Context: an optimization exercise on an open-source flow, tuned for small area and a short achievable clock period. The choices shown serve that exercise and are no tape-out recipe. RTL that was checked went through simulation tests only; none was proved equivalent to the original. Power and IR drop assume default switching activity.

==> v11: inputs <==
// perceptron_top
module perceptron_top #(
    parameter WIDTH = 16
  ) (
    input clk,
    input reset,
    input      val_i,
    output     rdy_o,
    output     val_o,
    input      rdy_i,
    input  [1:0] W1W0b_en_i,
    input        b_i,
    input        W0_i,
    input        W1_i,
    input signed [WIDTH-1:0] X0_i,
    input signed [WIDTH-1:0] X1_i,
    output     Y_o
);
wire en_egress;
wire en_ingress;
perceptron_ctrl ctrl (
  .clk        (clk),
  .reset      (reset),
  .W1W0b_en_i (W1W0b_en_i),
  .en_egress  (en_egress),
  .en_ingress (en_ingress),
  .val_i      (val_i),
  .rdy_o      (rdy_o),
  .val_o      (val_o),
  .rdy_i      (rdy_i)
);
perceptron_dp dp (
  .clk        (clk),
  .reset      (reset),
  .en_egress  (en_egress),
  .en_ingress (en_ingress),
  .W1W0b_en_i (W1W0b_en_i),
  .b_i        (b_i),
  .W0_i       (W0_i),
  .W1_i       (W1_i),
  .X0_i       (X0_i),
  .X1_i       (X1_i),
  .Y_o        (Y_o)
);
endmodule
export LEC_CHECK = 0
export CAP_MARGIN = 20
export CORE_MARGIN = 2
export CORE_UTILIZATION = 40
export SETUP_SLACK_MARGIN = 3.5
export SLEW_MARGIN = 20
export SYNTH_HIERARCHICAL = 1
export SYNTH_MINIMUM_KEEP_SIZE = 0
create_clock -name core_clock -period 9.0 [get_ports {clk}]
standard.sh (not shown) runs the stock make flow with config.mk's settings and CLKGATE_MAP_FILE= SYNTH_SCRIPT=/design/flow/synth_recipe.tcl, a recipe that flattens the netlist after the stock synthesis.
==> flow/flow/run.sh <==
#!/bin/bash
# The standard layout (standard.sh, unchanged synthesis and steps), with
# the port buffers made of a plain buffer cell instead of the delay buffer
# that buffer_ports picks by default.  ORFS keeps each step's log under
# orfs/logs/; make's own output goes to make.log here.
set -euo pipefail
bash standard.sh BUFFER_PORTS_ARGS="-buffer_cell sky130_fd_sc_hd__buf_2" finish > make.log 2>&1
==> v39 (differences from v11) <==
==> flow/run.sh (new file) <==
#!/bin/bash
# synth_recipe.tcl (not shown) runs the flow's synth.tcl, then flattens the netlist and writes it again
# the make line also repeats each setting of config.mk as NAME=value (left out here)
make -C /OpenROAD-flow-scripts/flow DESIGN_CONFIG=/design/flow/config.mk WORK_HOME=/design/flow/orfs CLKGATE_MAP_FILE= SYNTH_SCRIPT=/design/flow/synth_recipe.tcl finish
removed: flow/flow/run.sh
removed: flow/standard.sh
==> qor summary <==
item	v11	v39
Wire length per cell after detailed routing	23.3 um	23.1 um
Minimum hold slack	0.473 ns	0.459 ns
Power in the clock group	0.000737 W	0.000774 W
Highest Clock Rate	199 MHz	191 MHz
Critical path depth	10	3
Final layout net count	1781	1779
Total half-perimeter wirelength after legalization and detailed placement	33400 um	32700 um
Fin Clk Skew	0.00931 ns	0.0200 ns
Net Sw Frac	0.285	0.300
Outcome	timing/DRC/antenna clean	timing/DRC/antenna clean
Met2 WL	21400 um	20500 um
Crit path launch type	flop	primary input
Most frequent cell on the critical path	fa_1	clkdlybuf4s50_1
First-pass detailed-route iteration total	7	5
Met2 Resource Use GR	0.398	0.379
Delay of the slowest cell on the worst path	0.82 ns	0.63 ns
Crit path buffers/inverters	0	2
Final design instance area without fill	0.0167 mm^2	0.0169 mm^2
M1 GR Usage	0.325	0.326
Worst endpoint data arrival time	5.22 ns	3.43 ns
Function was not checked in any run of this note: the RTL went through the layout flow alone.

* * *

==> raven: inputs <==
perceptron_top, a different RTL version from the one above (not shown whole).
Settings: LEC_CHECK=0, CAP_MARGIN=20, CORE_MARGIN=2, CORE_UTILIZATION=68, CTS_BUF_LIST=sky130_fd_sc_hd__clkbuf_8, SETUP_SLACK_MARGIN=4.6, SLEW_MARGIN=20, SYNTH_HIERARCHICAL=1, SYNTH_MINIMUM_KEEP_SIZE=0; clock period 9.0 ns.
==> flow/flow/run.sh <==
#!/bin/bash
# The standard layout (standard.sh: unchanged synthesis and steps), with
#  - the port buffers made of a plain buffer cell instead of the delay buffer
#    that buffer_ports picks by default, and
#  - setup repair limited to resizing gates and swapping pins (no buffer
#    insertion or gate cloning).
# ORFS keeps each step's full log under orfs/logs/; make's own output goes to
# make.log here.
set -euo pipefail
bash standard.sh BUFFER_PORTS_ARGS="-buffer_cell sky130_fd_sc_hd__buf_1" \
  SETUP_MOVE_SEQUENCE="unbuffer,sizeup,swap" finish > make.log 2>&1
==> inputs of xenon, as changes to raven <==
--- a/flow/design.v
+++ b/flow/design.v
@@ -1,7 +1,19 @@
 module rdy_gate (input rdy_i, input busy, input reset, input [1:0] en, output rdy);
-  assign rdy = (rdy_i | ~busy) & ~(reset | en[1] | en[0]);
+  wire t1, t2;
+  nor2c  u_t1 (.a(reset), .b(en[1]), .y(t1));
+  rdy_t2 u_t2 (.a(en[0]), .b(busy), .c(rdy_i), .y(t2));
+  and2c  u_rd (.a(t1), .b(t2), .y(rdy));
+endmodule
+module nor2c (input a, input b, output y);
+  assign y = ~(a | b);
+endmodule
+module rdy_t2 (input a, input b, input c, output y);
+  assign y = ~(a | (b & ~c));
+endmodule
+module and2c (input a, input b, output y);
+  assign y = a & b;
 endmodule
 module nor3m (input a, input b, input c, output y);
   assign y = ~(a | b | c);
 endmodule
 module ao_en (input a, input b, input c, output y);
@@ -187,16 +199,16 @@
 wire c1081, s1082, c1083, s1084, c1085, s1086, c1087, s1088, c1089, g1090, q1091, g1092;
 wire q1093, G1094, g1095, q1096, G1097, g1098, q1099, G1100, g1101, q1102, G1103, g1104;
 wire q1105, g1106, q1107, G1108, P1109, g1110, q1111, G1112, g1113, q1114, G1115, P1116;
 wire g1117, q1118, G1119, g1120, q1121, G1122, g1123, q1124, G1125, P1126, g1127, q1128;
 wire G1129, g1130, q1131, G1132, P1133, g1134, q1135, g1136, q1137, G1138, P1139, g1140;
-wire q1141, G1142, g1143, q1144, G1145, P1146, g1147, q1148, g1149, q1150, G1151, P1152;
-wire g1153, q1154, g1155, q1156, G1157, P1158, g1159, q1160, g1161, q1162, G1163, P1164;
-wire g1165, q1166, g1167, q1168, g1169, q1170, g1171, q1172, g1173, q1174, g1175, q1176;
-wire g1177, q1178, g1179, q1180, G1181, G1182, P1183, G1184, P1185, G1186, P1187, G1188;
-wire P1189, G1190, P1191, G1192, P1193, G1194, G1195, P1196, G1197, P1198, G1199, G1200;
-wire P1201, G1202;
+wire q1141, G1142, g1143, q1144, g1145, q1146, g1147, q1148, g1149, q1150, g1151, q1152;
+wire g1153, q1154, g1155, q1156, g1157, q1158, g1159, q1160, g1161, q1162, g1163, q1164;
+wire g1165, q1166, g1167, q1168, g1169, q1170, g1171, q1172, G1173, P1174, G1175, G1176;
+wire P1177, G1178, P1179, G1180, P1181, G1182, P1183, G1184, P1185, G1186, P1187, G1188;
+wire P1189, G1190, G1191, P1192, G1193, P1194, G1195, P1196, G1197, G1198, P1199, G1200;
+wire G1201;
 nor2m u_sel1 (.a(wn0[0]), .b(onen0[0]), .y(sel1));
 xor2m u_p2 (.a(sel1), .b(neg0[0]), .y(p2));
 oai22m u_sel3 (.a(wn0[1]), .b(onen0[0]), .c(wn0[0]), .d(twon0[0]), .y(sel3));
 xor2m u_p4 (.a(sel3), .b(neg0[0]), .y(p4));
 oai22m u_sel5 (.a(wn0[2]), .b(onen0[0]), .c(wn0[1]), .d(twon0[0]), .y(sel5));
@@ -1072,78 +1084,77 @@
 assign G1138 = g1136 | (q1137 & g1134);
 assign P1139 = q1137 & q1135;
 assign g1140 = s662 & s664;
 assign q1141 = s662 | s664;
 assign G1142 = g1140 | (q1141 & G1129);
-assign g1143 = c1025 & s1040;
-assign q1144 = c1025 | s1040;
-assign G1145 = G1138 | (P1139 & g1143);
-assign P1146 = P1139 & q1144;
-assign g1147 = c665 & s688;
-assign q1148 = c665 | s688;
-assign g1149 = c689 & s712;
-assign q1150 = c689 | s712;
-assign G1151 = g1149 | (q1150 & g1147);
-assign P1152 = q1150 & q1148;
-assign g1153 = c989 & s1008;
-assign q1154 = c989 | s1008;
-assign g1155 = c1009 & s1024;
-assign q1156 = c1009 | s1024;
-assign G1157 = g1155 | (q1156 & g1153);
-assign P1158 = q1156 & q1154;
-assign g1159 = c713 & s740;
-assign q1160 = c713 | s740;
-assign g1161 = c741 & s768;
-assign q1162 = c741 | s768;
-assign G1163 = g1161 | (q1162 & g1159);
-assign P1164 = q1162 & q1160;
-reg [26:0] cs;
-wire [26:0] cs_new = {P1133, G1132, P1146, G1145, P1158, G1157, s988, c969, s968, c945, s944, c921, s920, c893, s892, c865, s864, c833, s832, c801, s800, c769, P1164, G1163, P1152, G1151, G1142};
-wire [26:0] cs_d;
+reg [34:0] cs;
+wire [34:0] cs_new = {P1133, G1132, P1139, G1138, s1040, c1025, s1024, c1009, s1008, c989, s988, c969, s968, c945, s944, c921, s920, c893, s892, c865, s864, c833, s832, c801, s800, c769, s768, c741, s740, c713, s712, c689, s688, c665, G1142};
+wire [34:0] cs_d;
 wire eg_hold = ~en_egress;
-ao22m u_hcs [26:0] (.a(cs_new), .b(en_egress), .c(cs), .d(eg_hold), .y(cs_d));
+ao22m u_hcs [34:0] (.a(cs_new), .b(en_egress), .c(cs), .d(eg_hold), .y(cs_d));
 always @ (posedge clk)
   cs <= cs_d;
-assign g1165 = cs[5] & cs[6];
-assign q1166 = cs[5] | cs[6];
-assign g1167 = cs[7] & cs[8];
-assign q1168 = cs[7] | cs[8];
-assign g1169 = cs[9] & cs[10];
-assign q1170 = cs[9] | cs[10];
-assign g1171 = cs[11] & cs[12];
-assign q1172 = cs[11] | cs[12];
-assign g1173 = cs[13] & cs[14];
-assign q1174 = cs[13] | cs[14];
-assign g1175 = cs[15] & cs[16];
-assign q1176 = cs[15] | cs[16];
-assign g1177 = cs[17] & cs[18];
-assign q1178 = cs[17] | cs[18];
-assign g1179 = cs[19] & cs[20];
-assign q1180 = cs[19] | cs[20];
-assign G1181 = cs[1] | (cs[2] & cs[0]);
-assign G1182 = cs[23] | (cs[24] & cs[21]);
-assign P1183 = cs[24] & cs[22];
-assign G1184 = g1165 | (q1166 & cs[3]);
-assign P1185 = q1166 & cs[4];
-assign G1186 = g1169 | (q1170 & g1167);
-assign P1187 = q1170 & q1168;
-assign G1188 = g1173 | (q1174 & g1171);
-assign P1189 = q1174 & q1172;
-assign G1190 = g1177 | (q1178 & g1175);
-assign P1191 = q1178 & q1176;
-assign G1192 = G1182 | (P1183 & g1179);
-assign P1193 = P1183 & q1180;
-assign G1194 = G1184 | (P1185 & G1181);
+assign g1143 = cs[1] & cs[2];
+assign q1144 = cs[1] | cs[2];
+assign g1145 = cs[3] & cs[4];
+assign q1146 = cs[3] | cs[4];
+assign g1147 = cs[5] & cs[6];
+assign q1148 = cs[5] | cs[6];
+assign g1149 = cs[7] & cs[8];
+assign q1150 = cs[7] | cs[8];
+assign g1151 = cs[9] & cs[10];
+assign q1152 = cs[9] | cs[10];
+assign g1153 = cs[11] & cs[12];
+assign q1154 = cs[11] | cs[12];
+assign g1155 = cs[13] & cs[14];
+assign q1156 = cs[13] | cs[14];
+assign g1157 = cs[15] & cs[16];
+assign q1158 = cs[15] | cs[16];
+assign g1159 = cs[17] & cs[18];
+assign q1160 = cs[17] | cs[18];
+assign g1161 = cs[19] & cs[20];
+assign q1162 = cs[19] | cs[20];
+assign g1163 = cs[21] & cs[22];
+assign q1164 = cs[21] | cs[22];
+assign g1165 = cs[23] & cs[24];
+assign q1166 = cs[23] | cs[24];
+assign g1167 = cs[25] & cs[26];
+assign q1168 = cs[25] | cs[26];
+assign g1169 = cs[27] & cs[28];
+assign q1170 = cs[27] | cs[28];
+assign g1171 = cs[29] & cs[30];
+assign q1172 = cs[29] | cs[30];
+assign G1173 = cs[33] | (cs[34] & cs[31]);
+assign P1174 = cs[34] & cs[32];
+assign G1175 = g1143 | (q1144 & cs[0]);
+assign G1176 = g1147 | (q1148 & g1145);
+assign P1177 = q1148 & q1146;
+assign G1178 = g1151 | (q1152 & g1149);
+assign P1179 = q1152 & q1150;
+assign G1180 = g1155 | (q1156 & g1153);
+assign P1181 = q1156 & q1154;
+assign G1182 = g1159 | (q1160 & g1157);
+assign P1183 = q1160 & q1158;
+assign G1184 = g1163 | (q1164 & g1161);
+assign P1185 = q1164 & q1162;
+assign G1186 = g1167 | (q1168 & g1165);
+assign P1187 = q1168 & q1166;
+assign G1188 = g1171 | (q1172 & g1169);
+assign P1189 = q1172 & q1170;
+assign G1190 = G1176 | (P1177 & G1175);
+assign G1191 = G1180 | (P1181 & G1178);
+assign P1192 = P1181 & P1179;
+assign G1193 = G1184 | (P1185 & G1182);
+assign P1194 = P1185 & P1183;
 assign G1195 = G1188 | (P1189 & G1186);
 assign P1196 = P1189 & P1187;
-assign G1197 = G1192 | (P1193 & G1190);
-assign P1198 = P1193 & P1191;
-assign G1199 = G1195 | (P1196 & G1194);
-assign G1200 = cs[25] | (cs[26] & G1197);
-assign P1201 = cs[26] & P1198;
-assign G1202 = G1200 | (P1201 & G1199);
-assign Y_o = ~(1'b1 ^ G1202);
+assign G1197 = G1191 | (P1192 & G1190);
+assign G1198 = G1195 | (P1196 & G1193);
+assign P1199 = P1196 & P1194;
+assign G1200 = G1198 | (P1199 & G1197);
+assign G1201 = G1173 | (P1174 & G1200);
+assign Y_o = ~(1'b1 ^ G1201);
 endmodule
 module booth_enc (input xh, input xm, input xl, output onen, output twon);
   assign onen = ~(xm ^ xl);
   assign twon = ~((xh ^ xm) & ~(xm ^ xl));
 endmodule
Settings changed: CORE_UTILIZATION 68 to 55.
==> inputs of lagoon, as changes to raven <==
Settings changed: CORE_UTILIZATION 68 to 55, SETUP_SLACK_MARGIN 4.6 to 4.3.
==> inputs of garnet, as changes to raven <==
--- a/flow/design.v
+++ b/flow/design.v
@@ -68,29 +68,29 @@
 begin
   wn1 <= wn1_d;
   wn0 <= wn0_d;
   b   <= b_d;
 end
-wire [7:0] neg0_d, onen0_d, twon0_d, neg1_d, onen1_d, twon1_d;
+wire [7:0] neg0_d, one0_d, two0_d, neg1_d, one1_d, two1_d;
 genvar gi;
 generate for (gi = 0; gi < 8; gi = gi + 1) begin : g_enc
   booth_enc u_e0 (.xh(X0_i[2*gi+1]), .xm(X0_i[2*gi]), .xl(gi == 0 ? 1'b0 : X0_i[(gi == 0 ? 0 : 2*gi-1)]),
-                  .onen(onen0_d[gi]), .twon(twon0_d[gi]));
+                  .one(one0_d[gi]), .two(two0_d[gi]));
   assign neg0_d[gi] = X0_i[2*gi+1];
   booth_enc u_e1 (.xh(X1_i[2*gi+1]), .xm(X1_i[2*gi]), .xl(gi == 0 ? 1'b0 : X1_i[(gi == 0 ? 0 : 2*gi-1)]),
-                  .onen(onen1_d[gi]), .twon(twon1_d[gi]));
+                  .one(one1_d[gi]), .two(two1_d[gi]));
   assign neg1_d[gi] = X1_i[2*gi+1];
 end endgenerate
 reg [7:0] neg0, onen0, twon0, neg1, onen1, twon1;
 wire [7:0] neg0_n, onen0_n, twon0_n, neg1_n, onen1_n, twon1_n;
 wire en_hold = ~en_ingress;
 ao22m u_hneg0 [7:0] (.a(neg0_d), .b(en_ingress), .c(neg0), .d(en_hold), .y(neg0_n));
-ao22m u_honen0 [7:0] (.a(onen0_d), .b(en_ingress), .c(onen0), .d(en_hold), .y(onen0_n));
-ao22m u_htwon0 [7:0] (.a(twon0_d), .b(en_ingress), .c(twon0), .d(en_hold), .y(twon0_n));
+ao22m u_honen0 [7:0] (.a(~one0_d), .b(en_ingress), .c(onen0), .d(en_hold), .y(onen0_n));
+ao22m u_htwon0 [7:0] (.a(~two0_d), .b(en_ingress), .c(twon0), .d(en_hold), .y(twon0_n));
 ao22m u_hneg1 [7:0] (.a(neg1_d), .b(en_ingress), .c(neg1), .d(en_hold), .y(neg1_n));
-ao22m u_honen1 [7:0] (.a(onen1_d), .b(en_ingress), .c(onen1), .d(en_hold), .y(onen1_n));
-ao22m u_htwon1 [7:0] (.a(twon1_d), .b(en_ingress), .c(twon1), .d(en_hold), .y(twon1_n));
+ao22m u_honen1 [7:0] (.a(~one1_d), .b(en_ingress), .c(onen1), .d(en_hold), .y(onen1_n));
+ao22m u_htwon1 [7:0] (.a(~two1_d), .b(en_ingress), .c(twon1), .d(en_hold), .y(twon1_n));
 always @ (posedge clk)
 begin
   neg0 <= neg0_n; onen0 <= onen0_n; twon0 <= twon0_n;
   neg1 <= neg1_n; onen1 <= onen1_n; twon1 <= twon1_n;
 end
@@ -1141,13 +1141,13 @@
 assign G1200 = cs[25] | (cs[26] & G1197);
 assign P1201 = cs[26] & P1198;
 assign G1202 = G1200 | (P1201 & G1199);
 assign Y_o = ~(1'b1 ^ G1202);
 endmodule
-module booth_enc (input xh, input xm, input xl, output onen, output twon);
-  assign onen = ~(xm ^ xl);
-  assign twon = ~((xh ^ xm) & ~(xm ^ xl));
+module booth_enc (input xh, input xm, input xl, output one, output two);
+  assign one = xm ^ xl;
+  assign two = (xh ^ xm) & ~(xm ^ xl);
 endmodule
 module ao22m (input a, input b, input c, input d, output y);
   assign y = (a & b) | (c & d);
 endmodule
 module oa22m (input a, input b, input c, input d, output y);
Settings changed: CORE_UTILIZATION 68 to 55.
==> summary of the runs <==
Against lagoon, the synthesized cell count of xenon is higher by 1.4%. xenon passed the timing, DRC and antenna checks. garnet completed with no timing, DRC or antenna violations. raven passed the timing, DRC and antenna checks. lagoon produced a clean layout. The lowest final cell count belongs to raven, the highest to xenon. In critical path depth, raven and xenon do not differ. Clock power: lagoon is smaller than xenon (about 7%). Against garnet, the sequential share of layout area of lagoon is lower by 0.61 points. The highest clock skew belongs to lagoon, the lowest to garnet. The highest global-route usage belongs to raven, the lowest to lagoon. First-iteration DRC count: lagoon < garnet < xenon < raven.
==> figures <==
metric                                                                         xenon                   garnet                    raven                   lagoon
Tap cell count                                                                   330                      330                      270                      330
Fraction of layout instances using a drive strength above 1                   11.59%                   12.74%                   15.48%                   11.23%
Stages on worst setup path                                                        10                       12                       10                       12
Filler cells                                                                   2,127                    2,155                    1,344                    2,160
Area taken by flip-flops and latches                                        2830 µm²                 2750 µm²                 2768 µm²                 2601 µm²
Global-route wire length before repair                                     69,230 µm                69,010 µm                68,010 µm                68,430 µm
Peak supply drop                                                           0.4896 mV                0.6762 mV                0.5249 mV                0.7037 mV
RSZ-0062 raised after global routing                                           false                     true                     true                     true
Run status                                                   complete, no violations  complete, no violations  complete, no violations  complete, no violations
Standard-cell row count                                                           58                       58                       52                       58
Portion of total power attributed to sequential cells                          14.3%                    13.8%                    13.3%                    13.0%
Layout-to-synthesis area ratio                                               1.1150x                  1.1059x                  1.1199x                  1.0943x
Critical Path Max Stage Delay                                                0.60 ns                  0.53 ns                  0.61 ns                  0.62 ns
Depth of the worst hold-timing path                                                1                        1                        2                        2
Number of cells on the worst reg-to-reg path                                      10                       12                       10                       12
Post-synthesis mux area share                                               0.07068%                 0.07106%                 0.07179%                 0.07179%
Met1 Resource Use GR                                                          45.35%                   46.09%                   53.24%                   45.85%
The RTL of xenon and garnet was laid out without a check of its function.

## afterwards: timing with drivers on the ports
How much do the figures lean on ideal ports? The routed layouts below were timed once more, with nothing changed but the port constraints. Step 1 assumes that a clkbuf_16 drives the clock port and a buf_2 every other input. Step 2 moves the port delays by t, midway between the first and last clock arrival at a register: inputs arrive t later, outputs are due t later. That takes back most of the time a late clock gives input paths. Three values: ideal ports, drivers, drivers and shift; two values: the first two.
| run | shift t [ns] | setup WS [ns] | hold WS [ns] | clock arrival spread, ns | cell pins on the clock port's net |
|---|---|---|---|---|---|
| v11 | 0.507 | 3.971 / 3.971 / 3.971 | 0.473 / 0.473 / 0.473 | 0.010 / 0.010 | 1 |
| v39 | 0.492 | 3.768 / 3.746 / 3.746 | 0.459 / 0.459 / 0.459 | 0.020 / 0.020 | 1 |
| raven | 0.518 | 4.649 / 4.649 / 4.649 | 0.478 / 0.478 / 0.478 | 0.026 / 0.026 | 1 |
| xenon | 0.514 | 4.662 / 4.662 / 4.662 | 0.470 / 0.470 / 0.470 | 0.021 / 0.021 | 1 |
| lagoon | 0.508 | 4.388 / 4.388 / 4.388 | 0.471 / 0.471 / 0.471 | 0.032 / 0.033 | 1 |
| garnet | 0.504 | 4.687 / 4.667 / 4.667 | 0.479 / 0.479 / 0.479 | 0.018 / 0.019 | 1 |
After both steps every run listed still meets setup and hold. The setup slack of v39, which loses most, moves by -0.022 ns with the drivers and by -0.022 ns with both steps.
